Context: an optimization exercise on an open-source flow, tuned for small area and a short achievable clock period. The choices shown serve that exercise and are no tape-out recipe.
Function not checked in this run: the RTL went through the layout flow alone.
No activity file was given, so power comes from the tool's default toggle rates.

[flow/run.sh]
#!/bin/bash
# Standard ORFS layout (standard.sh) with two changes: every port gets a buf_2 as its port
# buffer instead of the delay buffer that buffer_ports picks by default, and Yosys's synth
# skips its generic ABC pass before full adders are extracted (SYNTH_ARGS=-noabc).
set -euo pipefail
export BUFFER_PORTS_ARGS="-buffer_cell sky130_fd_sc_hd__buf_2"
export SYNTH_ARGS="-noabc"
bash standard.sh > standard_flow.log 2>&1
[config.mk]
export PLATFORM = sky130hd
export DESIGN_NAME = datapathB_behavioral
export DESIGN_NICKNAME = datapathB_behavioral
export VERILOG_FILES = /design/flow/design.v
export SDC_FILE = /design/flow/constraint.sdc
export NUM_CORES = 4
export LEC_CHECK = 0
export ABC_AREA = 1
export CAP_MARGIN = 20
export CORE_MARGIN = 2
export CORE_UTILIZATION = 40
export CTS_BUF_LIST = sky130_fd_sc_hd__clkbuf_8
export CTS_CLUSTER_SIZE = 40
export SETUP_SLACK_MARGIN = 3.5
export SLEW_MARGIN = 20
[standard.sh]
#!/bin/bash
# synth_recipe.tcl (not shown) runs the flow's synth.tcl, then flattens the netlist and writes it again
# the make line also repeats each setting of config.mk as NAME=value (left out here)
make -C /OpenROAD-flow-scripts/flow DESIGN_CONFIG=/design/flow/config.mk WORK_HOME=/design/flow/orfs CLKGATE_MAP_FILE= SYNTH_SCRIPT=/design/flow/synth_recipe.tcl "${@:-finish}"
[design.v]
module datapathB_behavioral
  #(parameter WLx = 8, parameter WLc = 8)
  ( input signed [WLx-1:0] x,
    input signed [WLc-1:0] a, b, c,
    input CLK,
    output signed [(WLx+WLc+WLc)+1:0] outR
  );
  reg [7:0] x1, c1, c2; reg [8:0] w1;
  reg [11:0] ex2;
  reg [15:0] y2; reg [33:0] t1r;
  reg [6:0] zlo3; reg [15:0] zA3, zB3; reg cyk3, clo3; reg [1:0] wh3; reg [22:0] z4;
  wire [11:0] ex0 = {x[7], ((x[7] & ~x[6] & ~x[5]) | (~x[7] & x[6] & x[5])), (x[6] ^ x[5]), x[5], ((x[5] & ~x[4] & ~x[3]) | (~x[5] & x[4] & x[3])), (x[4] ^ x[3]), x[3], ((x[3] & ~x[2] & ~x[1]) | (~x[3] & x[2] & x[1])), (x[2] ^ x[1]), x[1], (x[1] & ~x[0]), x[0]};
  wire [11:0] ex1 = {x1[7], ((x1[7] & ~x1[6] & ~x1[5]) | (~x1[7] & x1[6] & x1[5])), (x1[6] ^ x1[5]), x1[5], ((x1[5] & ~x1[4] & ~x1[3]) | (~x1[5] & x1[4] & x1[3])), (x1[4] ^ x1[3]), x1[3], ((x1[3] & ~x1[2] & ~x1[1]) | (~x1[3] & x1[2] & x1[1])), (x1[2] ^ x1[1]), x1[1], (x1[1] & ~x1[0]), x1[0]};
  wire m_1;
  wire m_2;
  wire m_3;
  wire m_4;
  wire m_5;
  wire m_6;
  wire m_7;
  wire m_8;
  wire m_9;
  wire m_10;
  wire m_11;
  wire m_12;
  wire m_13;
  wire m_14;
  wire m_15;
  wire m_16;
  wire m_17;
  wire m_18;
  wire m_19;
  wire m_20;
  wire m_21;
  wire m_22;
  wire m_23;
  wire m_24;
  wire m_25;
  wire m_26;
  wire m_27;
  wire m_28;
  wire m_29;
  wire m_30;
  wire m_31;
  wire m_32;
  wire m_33;
  wire m_34;
  wire m_35;
  wire m_36;
  wire m_37;
  wire m_38;
  wire m_39;
  wire m_40;
  wire n_1;
  wire n_2;
  wire n_3;
  wire n_4;
  wire n_5;
  wire n_6;
  wire n_7;
  wire n_8;
  wire n_9;
  wire n_10;
  wire n_11;
  wire n_12;
  wire n_13;
  wire n_14;
  wire n_15;
  wire n_16;
  wire n_17;
  wire n_18;
  wire n_19;
  wire n_20;
  wire n_21;
  wire n_22;
  wire n_23;
  wire n_24;
  wire n_25;
  wire n_26;
  wire n_27;
  wire n_28;
  wire n_29;
  wire n_30;
  wire n_31;
  wire n_32;
  wire n_33;
  wire n_34;
  wire n_35;
  wire n_36;
  wire n_37;
  wire n_38;
  wire n_39;
  wire n_40;
  wire n_41;
  wire n_42;
  wire n_43;
  wire n_44;
  wire n_45;
  wire n_46;
  wire n_47;
  wire n_48;
  wire n_49;
  wire n_50;
  wire n_51;
  wire n_52;
  wire n_53;
  wire n_54;
  wire n_55;
  wire n_56;
  wire n_57;
  wire n_58;
  wire n_59;
  wire n_60;
  wire n_61;
  wire n_62;
  wire n_63;
  wire n_64;
  wire n_65;
  wire n_66;
  wire n_67;
  wire n_68;
  wire n_69;
  wire n_70;
  wire n_71;
  wire n_72;
  wire n_73;
  wire n_74;
  wire n_75;
  wire n_76;
  wire n_77;
  wire n_78;
  wire n_79;
  wire n_80;
  wire n_81;
  wire n_82;
  wire n_83;
  wire n_84;
  wire n_85;
  wire n_86;
  wire n_87;
  wire n_88;
  wire n_89;
  wire n_90;
  wire n_91;
  wire n_92;
  wire n_93;
  wire n_94;
  wire n_95;
  wire n_96;
  wire n_97;
  wire n_98;
  wire n_99;
  wire n_100;
  wire n_101;
  wire n_102;
  wire n_103;
  wire n_104;
  wire n_105;
  wire n_106;
  wire n_107;
  wire n_108;
  wire n_109;
  wire n_110;
  wire n_111;
  wire n_112;
  wire n_113;
  wire n_114;
  wire n_115;
  wire n_116;
  wire n_117;
  wire n_118;
  wire n_119;
  wire n_120;
  wire n_121;
  wire n_122;
  wire n_123;
  wire n_124;
  wire n_125;
  wire n_126;
  wire n_127;
  wire n_128;
  wire n_129;
  wire n_130;
  wire n_131;
  wire n_132;
  wire n_133;
  wire n_134;
  wire n_135;
  wire n_136;
  wire n_137;
  wire n_138;
  wire n_139;
  wire n_140;
  wire n_141;
  wire n_142;
  wire n_143;
  wire n_144;
  wire n_145;
  wire n_146;
  wire n_147;
  wire n_148;
  wire n_149;
  wire n_150;
  wire n_151;
  wire n_152;
  wire n_153;
  wire n_154;
  wire n_155;
  wire n_156;
  wire n_157;
  wire n_158;
  wire n_159;
  wire n_160;
  wire n_161;
  wire n_162;
  wire n_163;
  wire n_164;
  wire n_165;
  wire n_166;
  wire n_167;
  wire n_168;
  wire n_169;
  wire n_170;
  wire n_171;
  wire n_172;
  wire n_173;
  wire n_174;
  assign n_1 = ((a[0] & ex0[0]) ^ ex0[2]);
  assign n_2 = (((a[1] & ex0[0]) | (a[0] & ex0[1])) ^ ex0[2]);
  assign n_3 = (((a[2] & ex0[0]) | (a[1] & ex0[1])) ^ ex0[2]);
  assign n_4 = (((a[3] & ex0[0]) | (a[2] & ex0[1])) ^ ex0[2]);
  assign n_5 = (((a[4] & ex0[0]) | (a[3] & ex0[1])) ^ ex0[2]);
  assign n_6 = (((a[5] & ex0[0]) | (a[4] & ex0[1])) ^ ex0[2]);
  assign n_7 = (((a[6] & ex0[0]) | (a[5] & ex0[1])) ^ ex0[2]);
  assign n_8 = (((a[7] & ex0[0]) | (a[6] & ex0[1])) ^ ex0[2]);
  assign n_9 = ~((((a[7] & ex0[0]) | (a[7] & ex0[1])) ^ ex0[2]));
  assign n_10 = ((a[0] & ex0[3]) ^ ex0[5]);
  assign n_11 = (((a[1] & ex0[3]) | (a[0] & ex0[4])) ^ ex0[5]);
  assign n_12 = (((a[2] & ex0[3]) | (a[1] & ex0[4])) ^ ex0[5]);
  assign n_13 = (((a[3] & ex0[3]) | (a[2] & ex0[4])) ^ ex0[5]);
  assign n_14 = (((a[4] & ex0[3]) | (a[3] & ex0[4])) ^ ex0[5]);
  assign n_15 = (((a[5] & ex0[3]) | (a[4] & ex0[4])) ^ ex0[5]);
  assign n_16 = (((a[6] & ex0[3]) | (a[5] & ex0[4])) ^ ex0[5]);
  assign n_17 = (((a[7] & ex0[3]) | (a[6] & ex0[4])) ^ ex0[5]);
  assign n_18 = ~((((a[7] & ex0[3]) | (a[7] & ex0[4])) ^ ex0[5]));
  assign n_19 = ((a[0] & ex0[6]) ^ ex0[8]);
  assign n_20 = (((a[1] & ex0[6]) | (a[0] & ex0[7])) ^ ex0[8]);
  assign n_21 = (((a[2] & ex0[6]) | (a[1] & ex0[7])) ^ ex0[8]);
  assign n_22 = (((a[3] & ex0[6]) | (a[2] & ex0[7])) ^ ex0[8]);
  assign n_23 = (((a[4] & ex0[6]) | (a[3] & ex0[7])) ^ ex0[8]);
  assign n_24 = (((a[5] & ex0[6]) | (a[4] & ex0[7])) ^ ex0[8]);
  assign n_25 = (((a[6] & ex0[6]) | (a[5] & ex0[7])) ^ ex0[8]);
  assign n_26 = (((a[7] & ex0[6]) | (a[6] & ex0[7])) ^ ex0[8]);
  assign n_27 = ~((((a[7] & ex0[6]) | (a[7] & ex0[7])) ^ ex0[8]));
  assign n_28 = ((a[0] & ex0[9]) ^ ex0[11]);
  assign n_29 = (((a[1] & ex0[9]) | (a[0] & ex0[10])) ^ ex0[11]);
  assign n_30 = (((a[2] & ex0[9]) | (a[1] & ex0[10])) ^ ex0[11]);
  assign n_31 = (((a[3] & ex0[9]) | (a[2] & ex0[10])) ^ ex0[11]);
  assign n_32 = (((a[4] & ex0[9]) | (a[3] & ex0[10])) ^ ex0[11]);
  assign n_33 = (((a[5] & ex0[9]) | (a[4] & ex0[10])) ^ ex0[11]);
  assign n_34 = (((a[6] & ex0[9]) | (a[5] & ex0[10])) ^ ex0[11]);
  assign n_35 = (((a[7] & ex0[9]) | (a[6] & ex0[10])) ^ ex0[11]);
  assign n_36 = ~((((a[7] & ex0[9]) | (a[7] & ex0[10])) ^ ex0[11]));
  assign n_37 = n_7 ^ n_14;
  assign n_38 = n_7 & n_14;
  assign n_39 = n_8 ^ n_15 ^ n_22;
  assign n_40 = (n_8 & n_15) | (n_8 & n_22) | (n_15 & n_22);
  assign n_41 = n_9 ^ n_16 ^ n_23;
  assign n_42 = (n_9 & n_16) | (n_9 & n_23) | (n_16 & n_23);
  assign n_43 = n_17 ^ n_24;
  assign n_44 = n_17 & n_24;
  assign n_45 = n_18 ^ n_25;
  assign n_46 = n_18 & n_25;
  assign n_47 = ((y2[0] & ex2[0]) ^ ex2[2]);
  assign n_48 = (((y2[1] & ex2[0]) | (y2[0] & ex2[1])) ^ ex2[2]);
  assign n_49 = (((y2[2] & ex2[0]) | (y2[1] & ex2[1])) ^ ex2[2]);
  assign n_50 = (((y2[3] & ex2[0]) | (y2[2] & ex2[1])) ^ ex2[2]);
  assign n_51 = (((y2[4] & ex2[0]) | (y2[3] & ex2[1])) ^ ex2[2]);
  assign n_52 = (((y2[5] & ex2[0]) | (y2[4] & ex2[1])) ^ ex2[2]);
  assign n_53 = (((y2[6] & ex2[0]) | (y2[5] & ex2[1])) ^ ex2[2]);
  assign n_54 = (((y2[7] & ex2[0]) | (y2[6] & ex2[1])) ^ ex2[2]);
  assign n_55 = (((y2[8] & ex2[0]) | (y2[7] & ex2[1])) ^ ex2[2]);
  assign n_56 = (((y2[9] & ex2[0]) | (y2[8] & ex2[1])) ^ ex2[2]);
  assign n_57 = (((y2[10] & ex2[0]) | (y2[9] & ex2[1])) ^ ex2[2]);
  assign n_58 = (((y2[11] & ex2[0]) | (y2[10] & ex2[1])) ^ ex2[2]);
  assign n_59 = (((y2[12] & ex2[0]) | (y2[11] & ex2[1])) ^ ex2[2]);
  assign n_60 = (((y2[13] & ex2[0]) | (y2[12] & ex2[1])) ^ ex2[2]);
  assign n_61 = (((y2[14] & ex2[0]) | (y2[13] & ex2[1])) ^ ex2[2]);
  assign n_62 = (((y2[15] & ex2[0]) | (y2[14] & ex2[1])) ^ ex2[2]);
  assign n_63 = ~((((y2[15] & ex2[0]) | (y2[15] & ex2[1])) ^ ex2[2]));
  assign n_64 = ((y2[0] & ex2[3]) ^ ex2[5]);
  assign n_65 = (((y2[1] & ex2[3]) | (y2[0] & ex2[4])) ^ ex2[5]);
  assign n_66 = (((y2[2] & ex2[3]) | (y2[1] & ex2[4])) ^ ex2[5]);
  assign n_67 = (((y2[3] & ex2[3]) | (y2[2] & ex2[4])) ^ ex2[5]);
  assign n_68 = (((y2[4] & ex2[3]) | (y2[3] & ex2[4])) ^ ex2[5]);
  assign n_69 = (((y2[5] & ex2[3]) | (y2[4] & ex2[4])) ^ ex2[5]);
  assign n_70 = (((y2[6] & ex2[3]) | (y2[5] & ex2[4])) ^ ex2[5]);
  assign n_71 = (((y2[7] & ex2[3]) | (y2[6] & ex2[4])) ^ ex2[5]);
  assign n_72 = (((y2[8] & ex2[3]) | (y2[7] & ex2[4])) ^ ex2[5]);
  assign n_73 = (((y2[9] & ex2[3]) | (y2[8] & ex2[4])) ^ ex2[5]);
  assign n_74 = (((y2[10] & ex2[3]) | (y2[9] & ex2[4])) ^ ex2[5]);
  assign n_75 = (((y2[11] & ex2[3]) | (y2[10] & ex2[4])) ^ ex2[5]);
  assign n_76 = (((y2[12] & ex2[3]) | (y2[11] & ex2[4])) ^ ex2[5]);
  assign n_77 = (((y2[13] & ex2[3]) | (y2[12] & ex2[4])) ^ ex2[5]);
  assign n_78 = (((y2[14] & ex2[3]) | (y2[13] & ex2[4])) ^ ex2[5]);
  assign n_79 = (((y2[15] & ex2[3]) | (y2[14] & ex2[4])) ^ ex2[5]);
  assign n_80 = ~((((y2[15] & ex2[3]) | (y2[15] & ex2[4])) ^ ex2[5]));
  assign n_81 = ((y2[0] & ex2[6]) ^ ex2[8]);
  assign n_82 = (((y2[1] & ex2[6]) | (y2[0] & ex2[7])) ^ ex2[8]);
  assign n_83 = (((y2[2] & ex2[6]) | (y2[1] & ex2[7])) ^ ex2[8]);
  assign n_84 = (((y2[3] & ex2[6]) | (y2[2] & ex2[7])) ^ ex2[8]);
  assign n_85 = (((y2[4] & ex2[6]) | (y2[3] & ex2[7])) ^ ex2[8]);
  assign n_86 = (((y2[5] & ex2[6]) | (y2[4] & ex2[7])) ^ ex2[8]);
  assign n_87 = (((y2[6] & ex2[6]) | (y2[5] & ex2[7])) ^ ex2[8]);
  assign n_88 = (((y2[7] & ex2[6]) | (y2[6] & ex2[7])) ^ ex2[8]);
  assign n_89 = (((y2[8] & ex2[6]) | (y2[7] & ex2[7])) ^ ex2[8]);
  assign n_90 = (((y2[9] & ex2[6]) | (y2[8] & ex2[7])) ^ ex2[8]);
  assign n_91 = (((y2[10] & ex2[6]) | (y2[9] & ex2[7])) ^ ex2[8]);
  assign n_92 = (((y2[11] & ex2[6]) | (y2[10] & ex2[7])) ^ ex2[8]);
  assign n_93 = (((y2[12] & ex2[6]) | (y2[11] & ex2[7])) ^ ex2[8]);
  assign n_94 = (((y2[13] & ex2[6]) | (y2[12] & ex2[7])) ^ ex2[8]);
  assign n_95 = (((y2[14] & ex2[6]) | (y2[13] & ex2[7])) ^ ex2[8]);
  assign n_96 = (((y2[15] & ex2[6]) | (y2[14] & ex2[7])) ^ ex2[8]);
  assign n_97 = ~((((y2[15] & ex2[6]) | (y2[15] & ex2[7])) ^ ex2[8]));
  assign n_98 = ((y2[0] & ex2[9]) ^ ex2[11]);
  assign n_99 = (((y2[1] & ex2[9]) | (y2[0] & ex2[10])) ^ ex2[11]);
  assign n_100 = (((y2[2] & ex2[9]) | (y2[1] & ex2[10])) ^ ex2[11]);
  assign n_101 = (((y2[3] & ex2[9]) | (y2[2] & ex2[10])) ^ ex2[11]);
  assign n_102 = (((y2[4] & ex2[9]) | (y2[3] & ex2[10])) ^ ex2[11]);
  assign n_103 = (((y2[5] & ex2[9]) | (y2[4] & ex2[10])) ^ ex2[11]);
  assign n_104 = (((y2[6] & ex2[9]) | (y2[5] & ex2[10])) ^ ex2[11]);
  assign n_105 = (((y2[7] & ex2[9]) | (y2[6] & ex2[10])) ^ ex2[11]);
  assign n_106 = (((y2[8] & ex2[9]) | (y2[7] & ex2[10])) ^ ex2[11]);
  assign n_107 = (((y2[9] & ex2[9]) | (y2[8] & ex2[10])) ^ ex2[11]);
  assign n_108 = (((y2[10] & ex2[9]) | (y2[9] & ex2[10])) ^ ex2[11]);
  assign n_109 = (((y2[11] & ex2[9]) | (y2[10] & ex2[10])) ^ ex2[11]);
  assign n_110 = (((y2[12] & ex2[9]) | (y2[11] & ex2[10])) ^ ex2[11]);
  assign n_111 = (((y2[13] & ex2[9]) | (y2[12] & ex2[10])) ^ ex2[11]);
  assign n_112 = (((y2[14] & ex2[9]) | (y2[13] & ex2[10])) ^ ex2[11]);
  assign n_113 = (((y2[15] & ex2[9]) | (y2[14] & ex2[10])) ^ ex2[11]);
  assign n_114 = ~((((y2[15] & ex2[9]) | (y2[15] & ex2[10])) ^ ex2[11]));
  assign n_115 = n_53 ^ n_68;
  assign n_116 = n_53 & n_68;
  assign n_117 = n_54 ^ n_69 ^ n_84;
  assign n_118 = (n_54 & n_69) | (n_54 & n_84) | (n_69 & n_84);
  assign n_119 = n_55 ^ n_70 ^ n_85;
  assign n_120 = (n_55 & n_70) | (n_55 & n_85) | (n_70 & n_85);
  assign n_121 = n_56 ^ n_71 ^ n_86;
  assign n_122 = (n_56 & n_71) | (n_56 & n_86) | (n_71 & n_86);
  assign n_123 = n_57 ^ n_72 ^ n_87;
  assign n_124 = (n_57 & n_72) | (n_57 & n_87) | (n_72 & n_87);
  assign n_125 = n_58 ^ n_73 ^ n_88;
  assign n_126 = (n_58 & n_73) | (n_58 & n_88) | (n_73 & n_88);
  assign n_127 = n_59 ^ n_74 ^ n_89;
  assign n_128 = (n_59 & n_74) | (n_59 & n_89) | (n_74 & n_89);
  assign n_129 = n_60 ^ n_75 ^ n_90;
  assign n_130 = (n_60 & n_75) | (n_60 & n_90) | (n_75 & n_90);
  assign n_131 = n_61 ^ n_76 ^ n_91;
  assign n_132 = (n_61 & n_76) | (n_61 & n_91) | (n_76 & n_91);
  assign n_133 = n_62 ^ n_77 ^ n_92;
  assign n_134 = (n_62 & n_77) | (n_62 & n_92) | (n_77 & n_92);
  assign n_135 = n_63 ^ n_78 ^ n_93;
  assign n_136 = (n_63 & n_78) | (n_63 & n_93) | (n_78 & n_93);
  assign n_137 = n_79 ^ n_94;
  assign n_138 = n_79 & n_94;
  assign n_139 = n_80 ^ n_95;
  assign n_140 = n_80 & n_95;
  assign n_141 = n_51 ^ n_66;
  assign n_142 = n_51 & n_66;
  assign n_143 = n_52 ^ n_67 ^ n_82;
  assign n_144 = (n_52 & n_67) | (n_52 & n_82) | (n_67 & n_82);
  assign n_145 = n_83 ^ n_98 ^ n_115;
  assign n_146 = (n_83 & n_98) | (n_83 & n_115) | (n_98 & n_115);
  assign n_147 = n_99 ^ n_117 ^ n_116;
  assign n_148 = (n_99 & n_117) | (n_99 & n_116) | (n_117 & n_116);
  assign n_149 = n_100 ^ n_119 ^ n_118;
  assign n_150 = (n_100 & n_119) | (n_100 & n_118) | (n_119 & n_118);
  assign n_151 = n_101 ^ n_121 ^ n_120;
  assign n_152 = (n_101 & n_121) | (n_101 & n_120) | (n_121 & n_120);
  assign n_153 = n_102 ^ n_123 ^ n_122;
  assign n_154 = (n_102 & n_123) | (n_102 & n_122) | (n_123 & n_122);
  assign n_155 = n_103 ^ n_125 ^ n_124;
  assign n_156 = (n_103 & n_125) | (n_103 & n_124) | (n_125 & n_124);
  assign n_157 = n_104 ^ n_127 ^ n_126;
  assign n_158 = (n_104 & n_127) | (n_104 & n_126) | (n_127 & n_126);
  assign n_159 = n_105 ^ n_129 ^ n_128;
  assign n_160 = (n_105 & n_129) | (n_105 & n_128) | (n_129 & n_128);
  assign n_161 = n_106 ^ n_131 ^ n_130;
  assign n_162 = (n_106 & n_131) | (n_106 & n_130) | (n_131 & n_130);
  assign n_163 = n_107 ^ n_133 ^ n_132;
  assign n_164 = (n_107 & n_133) | (n_107 & n_132) | (n_133 & n_132);
  assign n_165 = n_108 ^ n_135 ^ n_134;
  assign n_166 = (n_108 & n_135) | (n_108 & n_134) | (n_135 & n_134);
  assign n_167 = n_109 ^ n_137 ^ n_136;
  assign n_168 = (n_109 & n_137) | (n_109 & n_136) | (n_137 & n_136);
  assign n_169 = n_110 ^ n_139 ^ n_138;
  assign n_170 = (n_110 & n_139) | (n_110 & n_138) | (n_139 & n_138);
  assign n_171 = n_96 ^ n_111 ^ n_140;
  assign n_172 = (n_96 & n_111) | (n_96 & n_140) | (n_111 & n_140);
  assign n_173 = n_97 ^ n_112;
  assign n_174 = n_97 & n_112;
    assign m_1 = t1r[6] ^ t1r[7];
    assign m_2 = t1r[6] & t1r[7];
    assign m_3 = t1r[9] ^ t1r[10] ^ t1r[11];
    assign m_4 = (t1r[9] & t1r[10]) | (t1r[9] & t1r[11]) | (t1r[10] & t1r[11]);
    assign m_5 = t1r[12] ^ t1r[13] ^ t1r[14];
    assign m_6 = (t1r[12] & t1r[13]) | (t1r[12] & t1r[14]) | (t1r[13] & t1r[14]);
    assign m_7 = t1r[15] ^ t1r[16] ^ t1r[17];
    assign m_8 = (t1r[15] & t1r[16]) | (t1r[15] & t1r[17]) | (t1r[16] & t1r[17]);
    assign m_9 = t1r[18] ^ t1r[19] ^ t1r[20];
    assign m_10 = (t1r[18] & t1r[19]) | (t1r[18] & t1r[20]) | (t1r[19] & t1r[20]);
    assign m_11 = t1r[21] ^ t1r[22] ^ t1r[23];
    assign m_12 = (t1r[21] & t1r[22]) | (t1r[21] & t1r[23]) | (t1r[22] & t1r[23]);
    assign m_13 = t1r[24] ^ t1r[25];
    assign m_14 = t1r[24] & t1r[25];
    assign m_15 = t1r[27] ^ t1r[28] ^ t1r[29];
    assign m_16 = (t1r[27] & t1r[28]) | (t1r[27] & t1r[29]) | (t1r[28] & t1r[29]);
    assign m_17 = t1r[2] ^ t1r[3];
    assign m_18 = t1r[2] & t1r[3];
    assign m_19 = t1r[4] ^ t1r[5] ^ w1[3];
    assign m_20 = (t1r[4] & t1r[5]) | (t1r[4] & w1[3]) | (t1r[5] & w1[3]);
    assign m_21 = t1r[8] ^ w1[4] ^ m_1;
    assign m_22 = (t1r[8] & w1[4]) | (t1r[8] & m_1) | (w1[4] & m_1);
    assign m_23 = w1[5] ^ m_3 ^ m_2;
    assign m_24 = (w1[5] & m_3) | (w1[5] & m_2) | (m_3 & m_2);
    assign m_25 = w1[6] ^ m_5 ^ m_4;
    assign m_26 = (w1[6] & m_5) | (w1[6] & m_4) | (m_5 & m_4);
    assign m_27 = w1[7] ^ m_7 ^ m_6;
    assign m_28 = (w1[7] & m_7) | (w1[7] & m_6) | (m_7 & m_6);
    assign m_29 = ~w1[8] ^ m_9 ^ m_8;
    assign m_30 = (~w1[8] & m_9) | (~w1[8] & m_8) | (m_9 & m_8);
    assign m_31 = 1'b1 ^ m_11 ^ m_10;
    assign m_32 = (1'b1 & m_11) | (1'b1 & m_10) | (m_11 & m_10);
    assign m_33 = t1r[26] ^ m_13 ^ m_12;
    assign m_34 = (t1r[26] & m_13) | (t1r[26] & m_12) | (m_13 & m_12);
    assign m_35 = 1'b1 ^ m_15 ^ m_14;
    assign m_36 = (1'b1 & m_15) | (1'b1 & m_14) | (m_15 & m_14);
    assign m_37 = t1r[30] ^ t1r[31] ^ m_16;
    assign m_38 = (t1r[30] & t1r[31]) | (t1r[30] & m_16) | (t1r[31] & m_16);
    assign m_39 = t1r[32] ^ 1'b1;
    assign m_40 = t1r[32] & 1'b1;
  wire [33:0] t1w = {n_36, n_35, n_34, n_27, n_46, n_33, n_26, n_44, n_45, n_32, n_42, n_43, n_31, n_40, n_41, n_30, n_38, n_39, n_29, n_37, n_28, n_21, n_20, n_13, n_6, n_19, n_12, n_5, n_11, n_4, n_10, n_3, n_2, n_1};
  wire [22:0] zA = {n_114, n_113, n_173, n_171, n_169, n_167, n_165, n_163, n_161, n_159, n_157, n_155, n_153, n_151, n_149, n_147, n_145, n_143, n_81, n_50, n_49, n_48, n_47};
  wire [22:0] zB = {1'b0, n_174, n_172, n_170, n_168, n_166, n_164, n_162, n_160, n_158, n_156, n_154, n_152, n_150, n_148, n_146, n_144, n_142, n_141, n_65, n_64, 1'b0, 1'b0};
  wire [8:0] w0 = {b[7], b} + {2'b00, {ex0[11], 1'b0, ex0[8], 1'b0, ex0[5], 1'b0, ex0[2]}};
  wire [8:0] w2 = {c2[7], c2} + {2'b00, {ex2[11], 1'b0, ex2[8], 1'b0, ex2[5], 1'b0, ex2[2]}};
  wire [15:0] W1 = {{7{w1[8]}}, w1} + 16'd43776;
  wire [6:0] Wl = w2[6:0];
  wire [6:0] ls = zA[6:0] ^ zB[6:0] ^ Wl;
  wire [6:0] lc = (zA[6:0] & zB[6:0]) | (zA[6:0] & Wl) | (zB[6:0] & Wl);
  wire [7:0] lo = ls + {lc[5:0], 1'b0};
  wire [15:0] Wh = {1'b0, 1'b1, 1'b0, 1'b1, 1'b0, 1'b1, ~wh3[1], wh3[1], wh3[1], wh3[1], wh3[1], wh3[1], wh3[1], wh3[1], wh3[1], wh3[0]};
  wire [15:0] hs = zA3 ^ zB3 ^ Wh;
  wire [15:0] hc = (zA3 & zB3) | (zA3 & Wh) | (zB3 & Wh);
  wire [16:0] hsum = {hs, 1'b1} + {hc[14:0], cyk3, clo3};
  wire [15:0] yS = {1'b1, t1r[33], m_39, m_37, m_35, m_33, m_31, m_29, m_27, m_25, m_23, m_21, m_19, w1[2], t1r[1], t1r[0]};
  wire [15:0] yT = {1'b0, m_40, m_38, m_36, m_34, m_32, m_30, m_28, m_26, m_24, m_22, m_20, m_18, m_17, w1[1], w1[0]};
  always @(posedge CLK) begin
    x1 <= x; w1 <= w0; c1 <= c; t1r <= t1w;
    ex2 <= ex1; c2 <= c1; y2 <= yS + yT;
    zlo3 <= lo[6:0]; clo3 <= lo[7]; cyk3 <= lc[6]; wh3 <= w2[8:7]; zA3 <= zA[22:7]; zB3 <= zB[22:7];
    z4 <= {hsum[16:1], zlo3};
  end
  assign outR = {{3{z4[22]}}, z4};
endmodule
[constraint.sdc]
create_clock -name core_clock -period 6.0 [get_ports {CLK}]
set_input_delay 1.2000 -clock core_clock [delete_from_list [all_inputs] [get_ports {CLK}]]
set_output_delay 1.2000 -clock core_clock [all_outputs]
set_load 0.01 [all_outputs]
==> results.txt <==
* R2R depth at 8
* Critical path arrival at 2.89 ns
* Ys async rst share at 0%
* Final hold viol count at 0
* Starting DRT DRC Count at 348
* Clock Skews at 0.01482 ns
* RSZ-0062 raised after global routing: true
* Sequential element share of the synthesized area at 34.41%
* NetSw at 0.002907 W
* Fmax at 395.2 MHz
* Post-synth design cell area at 0.009308 mm^2
* Vias in the first global route at 6802
* Flops & latches, synth at 160
* Initial core utilization at 40.99%
* Post-synth top area cell: dfxtp_1
* Synth-to-layout area growth at 15.41%
* Hold WS at 0.3332 ns
* Slew @ Worst Pin at 0.4938 ns
* Static leakage at 5.477 nW
* Worst-Skew Late Latency at 0.46 ns
* Synth area leaders: dfxtp_1 (34%), fa_1 (13%), nand2_1 (11%)
* Syn nets at 1249
* GRT Residual Overflow at 0
* Pre-CTS WS at 2.872 ns
* CP Data Required Time at 6.36 ns
* Slowest cell on crit path: fa_1
* Largest net degree at the start of global routing at 19
* CP Launch Type: flop
* Final nets at 1332
* Total Wirelength at 18.59 mm
* GP Congestion at 0.8888
* Syn_area_per_cell at 8.531 um^2
* Hpwl dp at 14.22 mm
* Pwr Density at 585.8 mW/mm^2
* Site Rows at 55
* GRT Resource Usage Total at 15.90%
* Setup violations, final at 0
* Most frequent cells after synthesis: nand2_1 (262), inv_1 (182), dfxtp_1 (160)
* Fin area at 0.01074 mm^2
* Global-route wire length before repair at 31.07 mm
* Hold buffer count at cts at 0
* Post-synth EDFFs at 0
* Critical Path Max Stage Delay at 0.56 ns
* Routed Antenna Nets at 0
* Synth Flop Type: dfxtp_1
* TNS Setup at 0 ns
* Maxcap violations at 0
* Crit path capture type: flop
* Die H at 156.5 um
* Root Buffer: clkbuf_8
* DRC at 0
* Power Internal at 0.003386 W
* Synth warn at 1
* CP Class: flop to flop
* Period minus WS final at 2.530 ns
* Fill cells at 2147
* Top-area cell type share of the netlist area at 34.41%
* Max-slew violations at 0
* Crit-path cells: inv_2 > o22ai_4 > xor2_1 > ha_1 > fa_1 > fa_1 > ha_4 > xor2_1
* Slew HR at 67.05%
* Switch share at 46.19%
* Netlist cell types at 31
* Total core area at 0.02271 mm^2
* Comb pwr share at 62.3%
* HP Class: flop to flop
* 1st-pass router iterations at 5
* Inserted Clock Buffers at 17
* Min-Delay Path Depth at 0
* Max FO, Critical Path at 8
* DIE AREA at 0.02450 mm^2
* Number of antenna violations at the first check in global routing at 0
* CTS tree: yes
* Final worst setup slack at 3.470 ns
* CP bufs+invs at 1
* Clock group share of total power at 12.2%
* Seq pwr share at 25.5%
* Top Family by Delay on Critical Path: adder cells
* CP Depth at 8
* Die X-Extent at 156.5 um
* Share of layout cells above drive strength 1 at 16.76%
* Vias at 7034
* Most common cell in the netlist: nand2_1
* Vias per cell at 4.779
* Per-cell routed wire length at 12.63 um
* Outcome: no timing/DRC/antenna violations
* # diodes at 0
* Synth Instances at 1091
* Period utilization at 42.17%
* Final Core Density at 47.30%
* Maximum vdd drop at 0.2441 mV
* Clock buffer depth at 2
* TritonCTS Sinks at 160
* Number of top-level pins at 59
* H-Tree Depth at 4
* IO buf count at 58
* Clock transition at path regs at 0.09 ns
* Post-DP Area at 0.009869 mm^2
cells by family (layout without fill, tap and decap cells):
logic type               count (synthesis)  count (layout)  synth area share, %
multiplexers                             3               3               0.3629
XOR/XNOR                               108             108                10.16
AO/OA/AOI/OAI                          133             133                8.603
adder cells (fa/ha/maj)                125             125                21.56
flip-flops                             160             160                34.41
AND/OR/NAND/NOR                        353             353                15.71
buffers and inverters                  209             305                9.181
sequential cells by signal, indices dropped and copies added (netlist names):
name / flops
zB3: 15
x1: 8
wh3: 2
cyk3: 1
zlo3: 7
c1: 8
w1: 9
zA3: 16
z4: 23
t1r: 34
clo3: 1
c2: 8
y2: 16
ex2: 12
placed cells by master (no fill, tap or decap), types with 14 or more instances in the layout:
cell and n:
nand2_2 14, dfxtp_1 147, clkbuf_8 17, a21oi_1 25, fa_1 58, o22ai_1 81, xor2_1 99, nor2_1 34
nand2_1 256, ha_1 58, buf_2 57, nand3_1 25, inv_1 171, buf_4 27
timing repair:
action,in CTS,in global routing
setup endpoints to repair,8,18
buffers inserted,16,11
endpoints found under the hold margin,0,0
resized for setup,41,30
pin swaps,7,6
power by group through the flow:
stage                     Sequential (W)  Clock (W)  Combinational, W
after floorplan                  0.00164          0           0.00289
after global placement           0.00162          0           0.00367
after detailed placement         0.00163          0           0.00372
after CTS                        0.00161   0.000802           0.00382
after global routing             0.00164   0.000846           0.00457
final                            0.00160   0.000770           0.00392
final timing paths:
check,to,slack (ns),start
min reg2reg,z4[4],0.33,zlo3[4]
max reg2reg,zlo3[6],3.47,y2[4]
max,zlo3[6],3.47,y2[4]
min,z4[4],0.33,zlo3[4]
stage by stage:
stage	std cells	total power (W)
final	1472	0.006293
after global routing	1472	0.007065
after CTS	1461	0.006232
after detailed placement	1413	0.005351
after global placement	1413	0.005292
after floorplan	1091	0.004537
final cells by class:
class	count	area (um^2)	area share (%)
clock inverter	15	166.4	1.549
sequential	160	3234	30.11
timing repair buffer	87	535.5	4.985
multi-input combinational	722	5466	50.89
inverter	186	748.2	6.966
tap	285	356.6	3.320
clock buffer	17	234.0	2.178
routing by layer:
metal	part of all wire (%)	vias up	global-route usage (%)
li1	-	3607	-
met1	44	3207	19.00
met2	49	182	27.71
met3	3.5	38	3.046
met4	3.0	0	7.121
met5	0	-	0

-- re-timing with driven ports --
The results above use ideal ports. As a check the final layout listed here was re-extracted and re-timed, cells and wires unchanged. Step 1 assumes that a clkbuf_16 drives the clock port and a buf_2 every other input. Step 2 times the ports against the registers' clock, not the clock port: input delays grow and output delays shrink by t, the midpoint of the rising clock arrivals with the driver on. Three values: ideal, step 1, step 2; two values: the first two.
shift t [ns]: 0.492
setup WS [ns]: 3.470 / 3.470 / 3.161
worst register clock-pin slew, ns: 0.11 / 0.11
worst slew at a driven data input, ns: 0.04
After both steps this run still meets setup and hold. For this run, drivers alone change the setup slack by 0.000 ns; drivers and shift together by -0.309 ns.
